Context: an optimization exercise on an open-source flow, tuned for small area. The choices shown serve that exercise and are no tape-out recipe. The RTL was checked by simulation tests, not by an equivalence proof against the original design. Power is estimated from default activity; no workload was simulated. The flow treats the clock pin as an ideal source, which a real chip does not have.

<file path="design/flow/config.mk">
export PLATFORM = sky130hd
export DESIGN_NAME = rv32i_core
export DESIGN_NICKNAME = rv32i_core
export VERILOG_FILES = /design/flow/design.v
export SDC_FILE = /design/flow/constraint.sdc
export NUM_CORES = 8
export LEC_CHECK = 0
export ABC_AREA = 1
export CAP_MARGIN = 20
export CORE_MARGIN = 2
export CORE_UTILIZATION = 40
export SETUP_SLACK_MARGIN = 0.5
export SLEW_MARGIN = 20
</file>
<file path="design/flow/constraint.sdc">
create_clock -name core_clock -period 15.0 [get_ports {Clk}]
set_input_delay 3.0000 -clock core_clock [delete_from_list [all_inputs] [get_ports {Clk}]]
set_output_delay 3.0000 -clock core_clock [all_outputs]
set_load 0.01 [all_outputs]
</file>
<file path="design/flow/design.v">
module rv32i_core (
    input  logic Rst,
    input  logic Clk,
    output logic [31:0] imem_addr,
    input  logic [31:0] imem_rdata,
    output logic        dmem_re,
    output logic        dmem_we,
    output logic [1:0]  dmem_size,
    output logic [31:0] dmem_addr,
    output logic [31:0] dmem_wdata,
    input  logic [31:0] dmem_rdata,
    output logic        retire_valid,
    output logic [31:0] retire_pc,
    output logic        retire_we,
    output logic [4:0]  retire_rd,
    output logic [31:0] retire_wdata
);
    logic [4:0]  cnt;      
    logic [1:0]  fr;       
    logic        clr;      
    logic [31:2] pc;
    logic [31:0] adr, dat;
    logic        c;        
    logic        flag;     
    logic [4:0]  k;        
    wire [31:0] I = imem_rdata;
    wire [2:0]  f3 = I[14:12];
    wire [4:0]  rs1 = I[19:15];
    wire [4:0]  rs2 = I[24:20];
    wire [4:0]  rd  = I[11:7];
    wire is_ld    = ~I[6] & ~I[4] & ~I[5];
    wire is_st    = ~I[6] & ~I[4] &  I[5];
    wire is_br    =  I[6] & ~I[2];
    wire is_jalr  =  I[6] &  I[2] & ~I[3];
    wire is_jal   =  I[6] &  I[3];
    wire is_u     = ~I[6] &  I[4] &  I[2];
    wire is_lui   = is_u &  I[5];
    wire is_auipc = is_u & ~I[5];
    wire is_alu   = ~I[6] &  I[4] & ~I[2];
    wire is_op    = is_alu & I[5];
    wire is_sh    = is_alu & ~f3[1] & f3[0];
    wire is_slt   = is_alu & ~f3[2] & f3[1];
    wire is_calc  = is_alu & ~is_sh & ~is_slt;    
    wire left     = ~f3[2];
    wire [1:0] lastfr = (is_sh | (is_slt & is_op)) ? 2'd3 :
                        ((is_calc & ~is_op) | is_u | is_jal) ? 2'd1 : 2'd2;
    wire f1   = (fr == 2'd0) & ~clr;
    wire f2   = (fr == 2'd1);
    wire f3r  = (fr == 2'd2);
    wire pf   = (fr == lastfr) & ~clr;
    wire c0   = (cnt == 5'd0);
    wire c31  = (cnt == 5'd31);
    always_ff @(posedge Clk or posedge Rst)
        if (Rst) begin
            cnt <= 5'd0;
            fr  <= 2'd0;
            clr <= 1'b1;
        end else begin
            cnt <= cnt + 5'd1;
            if (c31) begin
                clr <= 1'b0;
                fr  <= (clr | pf) ? 2'd0 : fr + 2'd1;
            end
        end
    logic [31:0] rb0;                       
    logic        wbit;
    wire use_rs2 = is_sh ? (fr == 2'd0) : (fr == 2'd1);
    wire [4:0] ra = use_rs2 ? rs2 : rs1;
    wire r = rb0[ra];
    wire rf_we = (f1 & ((is_calc & ~is_op) | is_u | is_jal)) |
                 (f2 & ((is_calc & is_op) | (is_slt & ~is_op) | is_ld | is_jalr)) |
                 (f3r & (is_sh | is_slt));
    wire wb = wbit & ~clr;
    assign rb0[0] = 1'b0;
    for (genvar i = 1; i < 32; i++) begin : g_reg
        logic [31:0] q;
        wire sel = clr | (rf_we & (rd == i));
        always_ff @(posedge Clk)
            q <= {sel ? wb : q[0], q[31:1]};
        assign rb0[i] = q[0];
    end
    wire [31:0] pcw  = {pc, 2'b00};
    wire        pcbit = pcw[cnt];
    wire        four  = (cnt == 5'd2);
    wire [31:0] immI = {{20{I[31]}}, I[31:20]};
    wire [31:0] immS = {{20{I[31]}}, I[31:25], I[11:7]};
    wire [31:0] immB = {{19{I[31]}}, I[31], I[7], I[30:25], I[11:8], 1'b0};
    wire [31:0] immU = {I[31:12], 12'b0};
    wire [31:0] immJ = {{11{I[31]}}, I[31], I[19:12], I[20], I[30:21], 1'b0};
    wire [31:0] immv = is_u ? immU : is_st ? immS : is_br ? immB : is_jal ? immJ : immI;
    wire imm = immv[cnt];
    logic a, b, sub;
    always_comb begin
        a = pcbit;
        b = four;
        sub = 1'b0;
        if (f1) begin
            a   = (is_lui | is_sh) ? 1'b0 : (is_auipc | is_jal) ? pcbit : r;
            b   = is_jal ? four : is_op ? r : imm;
            sub = is_slt | (is_sh & left);
        end else if (f2 & ~pf & (is_alu | is_br)) begin
            a   = dat[0];
            b   = r;
            sub = is_slt | is_br | ((f3 == 3'b000) & I[30]);
        end else if (pf) begin
            b   = (is_jal | (is_br & flag)) ? imm : four;
        end
    end
    wire bx   = b ^ sub;
    wire cin  = c0 ? sub : c;
    wire sum  = a ^ bx ^ cin;
    wire cout = (a & bx) | (a & cin) | (bx & cin);
    logic res;
    always_comb
        case ({is_alu, f3})
            4'b1100: res = a ^ b;
            4'b1110: res = a | b;
            4'b1111: res = a & b;
            default: res = sum;
        endcase
    wire cmpf = (f1 & is_slt & ~is_op) | (f2 & ((is_slt & is_op) | is_br));
    wire acc  = ~c0 & flag;
    wire neq  = acc | sum;
    wire lt_u = ~cout;
    wire lt_s = (a ^ b) ? a : sum;
    wire taken = f3[0] ^ (f3[2] ? (f3[1] ? lt_u : lt_s) : ~neq);
    wire sltv  = f3[0] ? lt_u : lt_s;
    wire kz  = (k == 5'd0);
    wire tap = adr[k];
    wire ldin = f3[1] | (f3[0] ? ~cnt[4] : (cnt[4:3] == 2'b00));
    wire ldbit = c0 ? dmem_rdata[0] : ldin ? dat[0] : (~f3[2] & dat[31]);
    wire shbit = (left & kz) ? r : tap;
    always_comb
        if (f1) wbit = res;
        else if (f2 & is_calc) wbit = res;
        else if (is_slt) wbit = c0 & flag;
        else if (is_jalr) wbit = sum;
        else if (is_ld) wbit = ldbit;
        else wbit = shbit;
    logic dat_in;
    always_comb
        if (f1 & (is_op | is_br)) dat_in = r;          
        else if (f2 & is_st) dat_in = r;               
        else if (f1 & is_ld) dat_in = 1'b0;            
        else dat_in = wbit;
    logic adr_in;
    always_comb
        if (clr) adr_in = 1'b0;
        else if (is_sh & f2) adr_in = ~left & r;
        else if (is_sh & f3r) adr_in = left ? r : (I[30] & adr[31]);
        else if ((f2 & is_st) | (~f1 & is_jalr)) adr_in = adr[0];
        else adr_in = sum;
    wire dat_ld = f2 & is_ld & c0;
    always_ff @(posedge Clk) begin
        c   <= cout;
        adr <= {adr_in, adr[31:1]};
        dat <= {dat_in | (dat_ld & dmem_rdata[0]), dat[31:1] | ({31{dat_ld}} & dmem_rdata[31:1])};
        if (cmpf) flag <= c31 ? (is_br ? taken : sltv) : neq;
        if (f1 & is_sh & (cnt < 5'd5)) k <= {sum, k[4:1]};
        if (c31 & (pf | clr)) pc <= {adr_in, adr[31:3]};
    end
    assign imem_addr    = pcw;
    assign dmem_re      = f2 & is_ld & c0;
    assign dmem_we      = pf & is_st & c0;
    assign dmem_size    = f3[1:0];
    assign dmem_addr    = adr;
    assign dmem_wdata   = dat;
    assign retire_valid = pf & c0;
    assign retire_pc    = pcw;
    assign retire_we    = ~is_br & ~is_st & (rd != 5'd0);
    assign retire_rd    = rd;
    assign retire_wdata = dat;
endmodule
</file>
<file path="design/flow/flow/run.sh">
#!/bin/bash
# Standard ORFS layout with two changes: ports are buffered with the smallest
# buffer (buf_1) instead of clkdlybuf4s50_1, and CTS clusters more sinks per
# clock buffer and inserts no dummy loads.
set -euo pipefail
bash standard.sh \
  "BUFFER_PORTS_ARGS=-buffer_cell sky130_fd_sc_hd__buf_1" \
  "CTS_ARGS=-sink_clustering_enable -repair_clock_nets -dont_use_dummy_load -sink_clustering_size 25 -sink_clustering_max_diameter 100" \
  finish > standard_flow.log 2>&1
</file>
<file path="design/flow/standard.sh">
#!/bin/bash
# synth_recipe.tcl (not shown) runs the flow's synth.tcl, then flattens the netlist and writes it again
# the make line also repeats each setting of config.mk as NAME=value (left out here)
make -C /OpenROAD-flow-scripts/flow DESIGN_CONFIG=/design/flow/config.mk WORK_HOME=/design/flow/orfs CLKGATE_MAP_FILE= SYNTH_SCRIPT=/design/flow/synth_recipe.tcl "${@:-finish}"
</file>
==> run summary, run 1 <==
Run status
The run finished with no timing, DRC or antenna violations.

GRT
Entering global routing, the biggest net connects 40 pins. The via count of the first global-routing pass is 12223. The initial antenna violation count is 0. The global routing met3 resource utilization is 0.0232. The met2 global-route usage is 0.207. Across every metal layer, demand over resource in global routing totals 0.130. The total overflow left after global routing is 0.

The most used routing layer in global routing is met2. The global-route track usage on met1 is 0.178. The first global-routing pass estimated 68400 um of wire.

STA
The smallest hold slack is 0.287 ns. The sum of negative setup slack is 0 ns. The remaining max-slew budget at the tightest pin is 0.339. The final setup violation count is 0. The number of endpoints with negative hold slack in the final report is 0. The time the final worst path needs with I/O delays and setup is 8.27 ns. The maximum clock frequency is 121 MHz. Setup repair after global routing left no endpoint under its margin. Between clock sinks in the finished design, the worst skew comes to 0.0623 ns.

The transition time at the pin with the least slew margin is 0.991 ns. The max-slew violation count is 0. In the finished design, the share of the clock period the worst path needs comes to 0.551.

Min path
The worst hold path begins at g_reg[16].q[28]$_DFF_P_. The sink of the worst hold path is g_reg[16].q[27]$_DFF_P_. The instance count along the most critical hold path is 0. The classification of the worst-slack hold path is reg -> reg.

Run
The tool flagged a number of max-cap violations equal to 0.

Cells and area
The total of fill cells in the finished design is 5946. In the final layout, the share of cells above drive strength 1 is 0.0555. The post-layout instance count excluding filler cells is 2925.

The area growth from synthesis to layout is 9.76%. The net count of the finished layout is 2132.

CTS
The clock tree from TritonCTS is yes. In this run, post-CTS repair resized a total of 0 instances. Counting along the longest clock path gives a buffer depth of 3. TritonCTS created 51 clock buffers. The clock transition at the registers of the reported paths is 0.09 ns. The H-tree was split into 2 levels. The clock reaches the later pin of the worst-skew pair after 0.61 ns. The post-cts hold buffer count is 0. Buffers added to address setup during post-CTS repair amount to 0. The clock root buffer is clkbuf_16. The clock drives 1101 sinks.

Power
The ratio of total power to cell area is 159 nW/um^2. The worst-case IR drop observed on VDD is 0.000104 V. The total power of the final layout is 4.66 mW. For this design the static power due to leakage is 11.5 nW.

Routing
The detailed-route vias per instance is 4.37. For this block, the initial DRC count from the detailed router was 839. In the final routed layout, each cell accounts on average for 15.4 um. The total number of vias is 12774. The count of nets left with antenna violations once routing finished came out at 0. The total routed wirelength is 45100 um. For this run, design rule violations remaining after detail routing come to 0.

The number of detailed-route iterations in the first pass is 6.

Floorplanning
The number of ports placed on the die boundary is 237. After floorplanning, the core was sized to cover 65900 sq um. The initial core utilization is 0.404. The die span in y is 262 um. The floorplan has 94 rows. The die width is 262 um. The floorplan step defined a die boundary enclosing 68600 sq um.

Logic synthesis
The flip-flop and latch count after synthesis is 1101. In this run, distinct cell masters in the synthesized netlist total 45. The count of warnings emitted by yosys is 1. A synthesized cell averages 14.2 sq um.

The share of the Yosys chip area taken by registers is 0.843. In this run the cell area of the synthesized design comes to 26600 sq um. After synthesis, the share of flip-flops with an asynchronous set or reset is 0.00727. The number of flops mapped to enable cells by yosys is 36. The top flip-flop cell by instance count after synthesis is dfxtp_1. Counting every instance in the synthesized netlist gives 1871.

Worst setup path
The startpoint identified for the worst register-to-register timing path is fr[1]$_DFFE_PP0N_. Setup slack on the worst reg-to-reg path comes out at 9.81 ns. The kind of start point of the critical path is a primary input. The worst-path maximum fanout is 18. The critical path data arrival time is 5.27 ns. The worst path required time is 12.00 ns. The depth of the worst register-to-register path is 22. The endpoint of the most critical register-to-register path is g_reg[5].q[31]$_DFF_P_. The nature of the critical path endpoint is an output port. The worst setup path is of the in -> out kind.

Place
The total half-perimeter wirelength after legalization and detailed placement is 30200 um. At the end of routability-driven placement, the weighted congestion stood at 0.886. Buffers placed on the I/O ports in this run total 230. The cell count after placement is 2868.
==> worst max path at each step <==
stage | start | end | slack (ns) | cells past startpoint
after floorplan | imem_rdata[14] | dmem_we | 7.69 | 12
after global placement | imem_rdata[11] | retire_we | 6.72 | 4
after detailed placement | imem_rdata[12] | dmem_we | 6.70 | 12
after CTS | imem_rdata[12] | dmem_we | 6.69 | 12
after global routing | imem_rdata[11] | retire_we | 6.53 | 4
final | imem_rdata[11] | retire_we | 6.73 | 4
==> layout by cell type, fill, tap and decap left out, types with 3 or more instances in the layout <==
master	Yosys	layout
dfxtp_1	1057	1057
edfxtp_1	36	36
a31oi_1	3	3
ha_1	8	8
nand2_1	120	120
clkbuf_16	0	51
a21oi_1	15	15
o21ai_1	4	4
o211ai_1	8	8
a21oi_2	29	29
nand3b_1	11	11
o21ai_0	95	95
o22ai_1	16	16
nor2_4	2	3
inv_2	7	7
nand2_4	4	4
nor3_1	31	31
nand3_1	74	74
nand2_2	6	6
o221ai_1	3	3
nand3_4	4	4
conb_1	1	4
a21o_1	30	30
nor2_1	91	90
dfrtp_1	7	7
inv_1	79	79
buf_1	0	230
diode_2	0	6
o2111ai_1	5	5
==> final cells by class <==
type	instances	area [sq um]	share of cell area
antenna	6	15.0	0.000514
clock buffer	51	1280	0.0437
inverter	88	330	0.0113
multi-input combinational	582	3170	0.108
sequential	1101	22400	0.768
tap	864	1080	0.0370
timing repair buffer	233	906	0.0310
==> layer usage <==
layer | wire length, um | up-vias
li1 | - | 6275
met1 | 21700 | 6043
met2 | 19800 | 375
met3 | 2490 | 81
met4 | 1190 | 0
met5 | 0 | -
==> state kept, by name, summed over array words and instances (netlist names) <==
signal	count
fr	2
adr	32
k	5
flag	1
g.q	992
c	1
dat	32
cnt	5
clr	1
pc	30
==> synthesized netlist by cell type (2+ instances only) <==
cell type	instances	share of area
dfxtp_1	1057	0.79
nand2_1	120	0.017
o21ai_0	95	0.018
nor2_1	91	0.013
inv_1	79	0.011
buf_4	75	0.021
nand3_1	74	0.014
edfxtp_1	36	0.041
nor3_1	31	0.0058
a21o_1	30	0.0085
a21oi_2	29	0.0095
clkbuf_1	24	0.0034
o22ai_1	16	0.0038
a21oi_1	15	0.0028
nand3b_1	11	0.0031
ha_1	8	0.0038
o211ai_1	8	0.0023
dfrtp_1	7	0.0066
inv_2	7	0.00099
nand2_2	6	0.0014
o2111ai_1	5	0.0016
buf_6	4	0.0017
nand2_4	4	0.0017
nand3_4	4	0.0026
o21ai_1	4	0.00075
a31oi_1	3	0.00071
o221ai_1	3	0.00099
a211oi_1	2	0.00056
clkinv_1	2	0.00028
nand4_1	2	0.00047
nor2_4	2	0.00085
o21a_1	2	0.00056
or2_2	2	0.00047
xor2_1	2	0.00066
==> critical path, stage by stage <==
cell,delay [ns]
buf_1,0.69
clkinv_1,0.82
a31oi_1,0.54
buf_1,0.21
==> stage by stage <==
stage / worst slack, ns / area [sq um] / utilization
after CTS: 6.69 / 29200 / 0.443
final: 6.73 / 29200 / 0.444
after global routing: 6.53 / 29200 / 0.443
after detailed placement: 6.70 / 27900 / 0.424
after global placement: 6.72 / 27900 / 0.423
after floorplan: 7.69 / 26600 / -
==> cells by family after synthesis <==
family	Yosys count	share of synthesized area
simple gates	350	0.0613
other cells	1	0.000141
compound gates	217	0.0516
flops	1101	0.843
buf+inv	191	0.0386
xor+xnor	2	0.000658
fa+ha+maj	9	0.00451
==> power breakdown <==
part           switching, mW  internal [mW]  total [mW]
Combinational          0.139         0.0625       0.201
Sequential            0.0508           3.00        3.05
Clock                  0.798          0.607        1.40
==> inputs of run 2 (changes only) <==
==> design/flow/flow/run.sh (replaced) <==
#!/bin/bash
# Layout flow: the standard ORFS flow with three changes.
#  1. Synthesis is the standard synthesis (same passes, same registers)
#     but Yosys's abc call uses an area-oriented ABC script (flow/area.abc)
#     without a delay target.
#  2. Ports are buffered with the smallest buffer (buf_1).
#  3. CTS clusters more sinks per clock buffer and inserts no dummy loads.
set -euo pipefail
H=$(pwd)
VARS=(
  "SYNTH_SCRIPT=$H/flow/my_synth.tcl"
  "BUFFER_PORTS_ARGS=-buffer_cell sky130_fd_sc_hd__buf_1"
  "CTS_ARGS=-sink_clustering_enable -repair_clock_nets -dont_use_dummy_load -sink_clustering_size 30 -sink_clustering_max_diameter 100"
)
bash standard.sh "${VARS[@]}" synth > synth.log 2>&1
bash standard.sh "${VARS[@]}" finish > layout.log 2>&1
==> design/flow/flow/area.abc (new file) <==
strash
&get -n
&deepsyn -T 60
&dch -f
&nf -R 1000
&put
==> design/flow/flow/my_synth.tcl (new file) <==
# The standard synthesis (synth_recipe.tcl), with Yosys's abc call given an
# area-oriented ABC script and no delay target.
proc synth {args} { yosys synth -nofsm -noshare {*}$args }
set ::my_abc_script [file join [file dirname [file normalize [info script]]] area.abc]
proc abc {args} {
  set out {}
  set skip 0
  foreach a $args {
    if {$skip} { set skip 0; continue }
    if {$a in {-script -constr -D}} { set skip 1; continue }
    lappend out $a
  }
  yosys abc -script $::my_abc_script {*}$out
}
source $::env(SCRIPTS_DIR)/synth.tcl
# left out here: clear keep_hierarchy, flatten, clean up, hide names made inside functions, write 1_2_yosys.v
==> run 2 against run 1 <==
  * Still clean on timing, DRC and antenna
  * Via count down 9.5%
  * Clock-buffer cell count down 9
  * Routed wire length down 5.0%
  * Clock skew down 0.013 ns
  * Sequential share of layout area up 3.3 points
  * Sequential cell count unchanged
  * Global-route usage down 0.29 points
  * Design area down 4.1%
  * Non-clock buffer count unchanged
  * Combinational power up 21%
  * Synthesized cell count down 14%
  * Die area down 4.0%
  * Critical path type is now in -> reg
==> run summary, run 2 <==
Routing
The number of DRC markers after the initial detailed-route iteration was 770 (was 839). The routed length per instance is 16.1 um (was 15.4 um). The detailed-route vias per instance is 4.34 (was 4.37).

The residual antenna-violating net count after detailed routing is 0 (unchanged). The detailed-route DRC error count is 0 (unchanged). The total routed wirelength is 42800 um (was 45100 um). The number of detailed-route iterations in the first pass is 5 (was 6).

The total number of vias is 11565 (was 12774).

Power
The cell-internal power is 3.62 mW (was 3.67 mW). The switching component of the power is 1.01 mW (was 0.988 mW). The switching fraction of total power is 0.218 (was 0.212). The largest voltage drop on the vdd net is 0.000105 V (was 0.000104 V). The static power due to leakage came to 10.8 nW (was 11.5 nW). The combinational share of power was 0.053 (was 0.043).

The proportion of power drawn by flip-flops and latches is 0.671 (was 0.655). The clock share of power is 0.277 (was 0.302). The ratio of total power to cell area came to 165 nW/um^2 (was 159 nW/um^2).

Logic synthesis
The sequential cell area fraction in the yosys report was 0.878 (was 0.843). Leading cell types by count after synthesis: 1057 x dfxtp_1, 84 x o21ai_0, 73 x buf_4 (was 1057 x dfxtp_1, 120 x nand2_1, 95 x o21ai_0). The number of flops mapped to enable cells by yosys came to 36 (unchanged). The top flip-flop cell by instance count after synthesis is dfxtp_1 (unchanged). The share of synthesized registers carrying an async set or reset came to 0.00727 (unchanged).

The count of distinct cell types in the synthesized netlist was 54 (was 45). The most repeated cell in the gate-level netlist after synthesis is dfxtp_1 (unchanged). The library cell with the largest summed area after synthesis is dfxtp_1 (unchanged). The post-synthesis average cell area is 15.9 sq um (was 14.2 sq um). Main area contributors after synthesis: dfxtp_1 83%, edfxtp_1 4.2%, buf_4 2.1% (was dfxtp_1 79%, edfxtp_1 4.1%, buf_4 2.1%). The flip-flop and latch count after synthesis was 1101 (unchanged).

The fraction of post-synthesis cell area in the top cell type by area is 0.828 (was 0.795). The synthesized netlist cell count was 1610 (was 1871). The area of the mapped netlist is 25500 sq um (was 26600 sq um). The count of warnings emitted by yosys is 1 (unchanged).

Cells and area
The layout overhead on the synthesized area came to 9.66% (was 9.76%). The most frequent standard cell in the layout excluding fill and tap cells is dfxtp_1 (unchanged). The register containing the most flip-flops in the final layout was g.q (unchanged). The share of final-layout standard cells stronger than drive strength 1 was 0.0264 (was 0.0555). The area occupied by multi-input gates is 2520 sq um (was 3170 sq um). The sequential cell area was 22400 sq um (unchanged).

The net count of the finished layout is 1892 (was 2132). Commonest non-fill, non-tap cells in the layout: 1057 x dfxtp_1, 230 x buf_1, 84 x o21ai_0, 45 x nor2_1, 43 x nand2_1 (was 1057 x dfxtp_1, 230 x buf_1, 120 x nand2_1, 95 x o21ai_0, 90 x nor2_1). The total of fill cells in the finished design was 5653 (was 5946). Regs by FF count: g.q: 992 flops, adr: 32 flops, dat: 32 flops (unchanged).

The flip-flop count of the largest register after layout is 992 (unchanged).

STA
The smallest setup slack after layout was 4.86 ns (was 6.73 ns). The final critical-path share of the clock period is 0.676 (was 0.551). The sum of negative setup slack is 0 ns (unchanged). The max-slew violation count was 0 (unchanged).

The time the final worst path needs with I/O delays and setup is 10.14 ns (was 8.27 ns). Unrepaired setup endpoints after global routing: no (unchanged). The transition time at the pin with the least slew margin is 1.14 ns (was 0.991 ns).

The maximum clock frequency is 98.6 MHz (was 121 MHz). The number of endpoints with negative hold slack in the final report is 0 (unchanged). The setup skew after layout is 0.0489 ns (was 0.0623 ns). The remaining max-slew budget at the tightest pin is 0.239 (was 0.339). The final setup violation count was 0 (unchanged).

CTS
The clock sink count is 1101 (unchanged). The largest buffer count on any clock path is 3 (unchanged). The clock transition at the registers of the reported paths is 0.11 ns (was 0.09 ns). The post-cts hold buffer count is 0 (unchanged).

The latest clock arrival within the worst-skew pair is 0.60 ns (was 0.61 ns). The number of buffers inserted to repair setup after CTS was 0 (unchanged). The number of H-tree levels came to 2 (unchanged). The post-cts gate resize count is 0 (unchanged). The clock root buffer was clkbuf_16 (unchanged). The number of buffers created by CTS was 42 (was 51). The clock tree from TritonCTS is yes (unchanged).

Worst setup path
The kind of start point of the critical path is a primary input (unchanged). The critical path class is in -> reg (was in -> out). The nature of the critical path endpoint is a register (was output port). The worst-path maximum fanout is 8 (was 18). The worst path required time is 15.52 ns (was 12.00 ns). The critical path data arrival time was 10.66 ns (was 5.27 ns).

GRT
The remaining global-route overflow was 0 (unchanged). The wire length of the first global-routing pass is 65000 um (was 68400 um). The maximum number of pins on one net before global-route repair is 33 (was 40). The aggregate global-route resource usage is 0.127 (was 0.130).

The via count of the first global-routing pass is 11259 (was 12223). The initial antenna violation count was 4 (was 0).

Floorplanning
The die width is 257 um (was 262 um). The area inside the core boundary is 63100 sq um (was 65900 sq um). The initial core utilization was 0.405 (was 0.404). The die span in y is 257 um (was 262 um).

The number of rows created at floorplan came to 92 (was 94). The die outline area is 65900 sq um (was 68600 sq um). The number of ports placed on the die boundary is 237 (unchanged).

Place
The worst slack at placement was 4.42 ns (was 6.70 ns). The number of I/O port buffers was 230 (unchanged). The global placement routability congestion is 0.839 (was 0.886). The total half-perimeter wirelength after legalization and detailed placement is 28800 um (was 30200 um).

Min path
The classification of the worst-slack hold path is reg -> reg (unchanged).

Run
The max-cap violation count is 0 (unchanged).

Run status
Status: complete, no violations (unchanged).
-- run 2: cell type report --
cell class	instances	share of cell area
well taps	846	0.0378
repair buffers	233	0.0316
flip-flops and latches	1101	0.801
diodes	2	0.000179
multi-input cells	424	0.0899
clock buffers	42	0.0375
inverters	15	0.00201
-- run 2: final timing paths --
path                                   startpoint                      end  slack [ns]  cells after the start
min in group asynchronous                     Rst         cnt[1]$_DFF_PP0_        2.29                      2
min                        g_reg[27].q[1]$_DFF_P_   g_reg[27].q[0]$_DFF_P_        0.31                      0
max in group asynchronous                     Rst          clr$_DFFE_PP1N_       12.46                      2
min reg2reg                g_reg[27].q[1]$_DFF_P_   g_reg[27].q[0]$_DFF_P_        0.31                      0
max                                 imem_rdata[6]  g_reg[23].q[31]$_DFF_P_        4.86                     21
max reg2reg                     fr[1]$_DFFE_PP0N_  g_reg[23].q[31]$_DFF_P_        8.30                     20
-- run 2: power groups by stage --
stage | Combinational (mW) | Clock [mW] | Sequential (mW)
finish | 0.243 | 1.28 | 3.10
CTS | 0.247 | 1.33 | 3.10
floorplan | 0.143 | 0 | 3.16
global route | 0.268 | 1.43 | 3.11
global placement | 0.246 | 0 | 3.17
detailed placement | 0.245 | 0 | 3.17
-- run 2: metal layers --
metal,vias to the layer above,GRT usage,wire [um],share of wire
met5,-,0,8,0.00019
li1,5643,-,-,-
met1,5606,0.187,21600,0.50
met3,68,0.0261,2300,0.054
met4,2,0.0439,995,0.023
met2,246,0.184,18000,0.42
-- run 2: per-stage QoR --
step | utilization | cells | cell area, sq um | hold WS, ns | total power [mW]
after CTS | 0.444 | 2661 | 28000 | 0.312 | 4.68
final | 0.444 | 2663 | 28000 | 0.305 | 4.62
after global routing | 0.444 | 2661 | 28000 | 0.319 | 4.81
after floorplan | - | 1613 | 25600 | 0.310 | 3.30
after detailed placement | 0.427 | 2619 | 27000 | 0.312 | 3.42
after global placement | 0.427 | 2619 | 27000 | 0.310 | 3.41
-- run 2: logic make-up after synthesis --
kind of cell,share of synthesized area
buf+inv,0.0237
flops,0.878
mux,0.00362
fa+ha+maj,0.00470
other cells,0.000147
xor+xnor,0.00137
compound gates,0.0565
simple gates,0.0316
-- run 2: critical path, stage by stage --
cell and delay [ns]:
buf_1 0.18, nor3b_1 0.82, nor3b_1 0.76, mux2i_1 0.69, mux2i_1 0.67, nor2_1 0.22, a222oi_1 0.33, nand2_1 0.09
a21oi_1 0.14, a31oi_1 0.07, a21oi_1 0.60, nor4_1 0.11, nor3_1 0.50, clkinv_1 0.22, fa_1 0.72, o21ai_0 0.14
a31oi_1 0.13, o21ai_0 0.17, or2_0 0.29, or3_1 0.52, o21ai_0 0.26

## what the ideal ports hide
The flow's constraints put no driver on any port. The routed layouts listed below were extracted and timed again, unchanged, in two steps. Step 1: set_driving_cell puts a clkbuf_16 on Clk and a buf_2 on each other input, an assumption about the parent block. Step 2 times the ports against the registers' clock, not the clock port: input delays grow and output delays shrink by t, the midpoint of the rising clock arrivals with the driver on. a / b / c = no drivers / after step 1 / after step 2; a / b = the first two.
run	t, ns	setup WS [ns]	hold WS [ns]	worst slew at a driven data input, ns	pins driven straight from the clock port
run 1	0.632	6.732 / 6.701 / 6.701	0.287 / 0.287 / 0.287	0.09	1
run 2	0.631	4.859 / 4.894 / 4.263	0.305 / 0.305 / 0.305	0.11	1
After both steps every run listed still meets setup and hold. The setup slack of run 2, which loses most, moves by +0.035 ns with the drivers and by -0.596 ns with both steps.
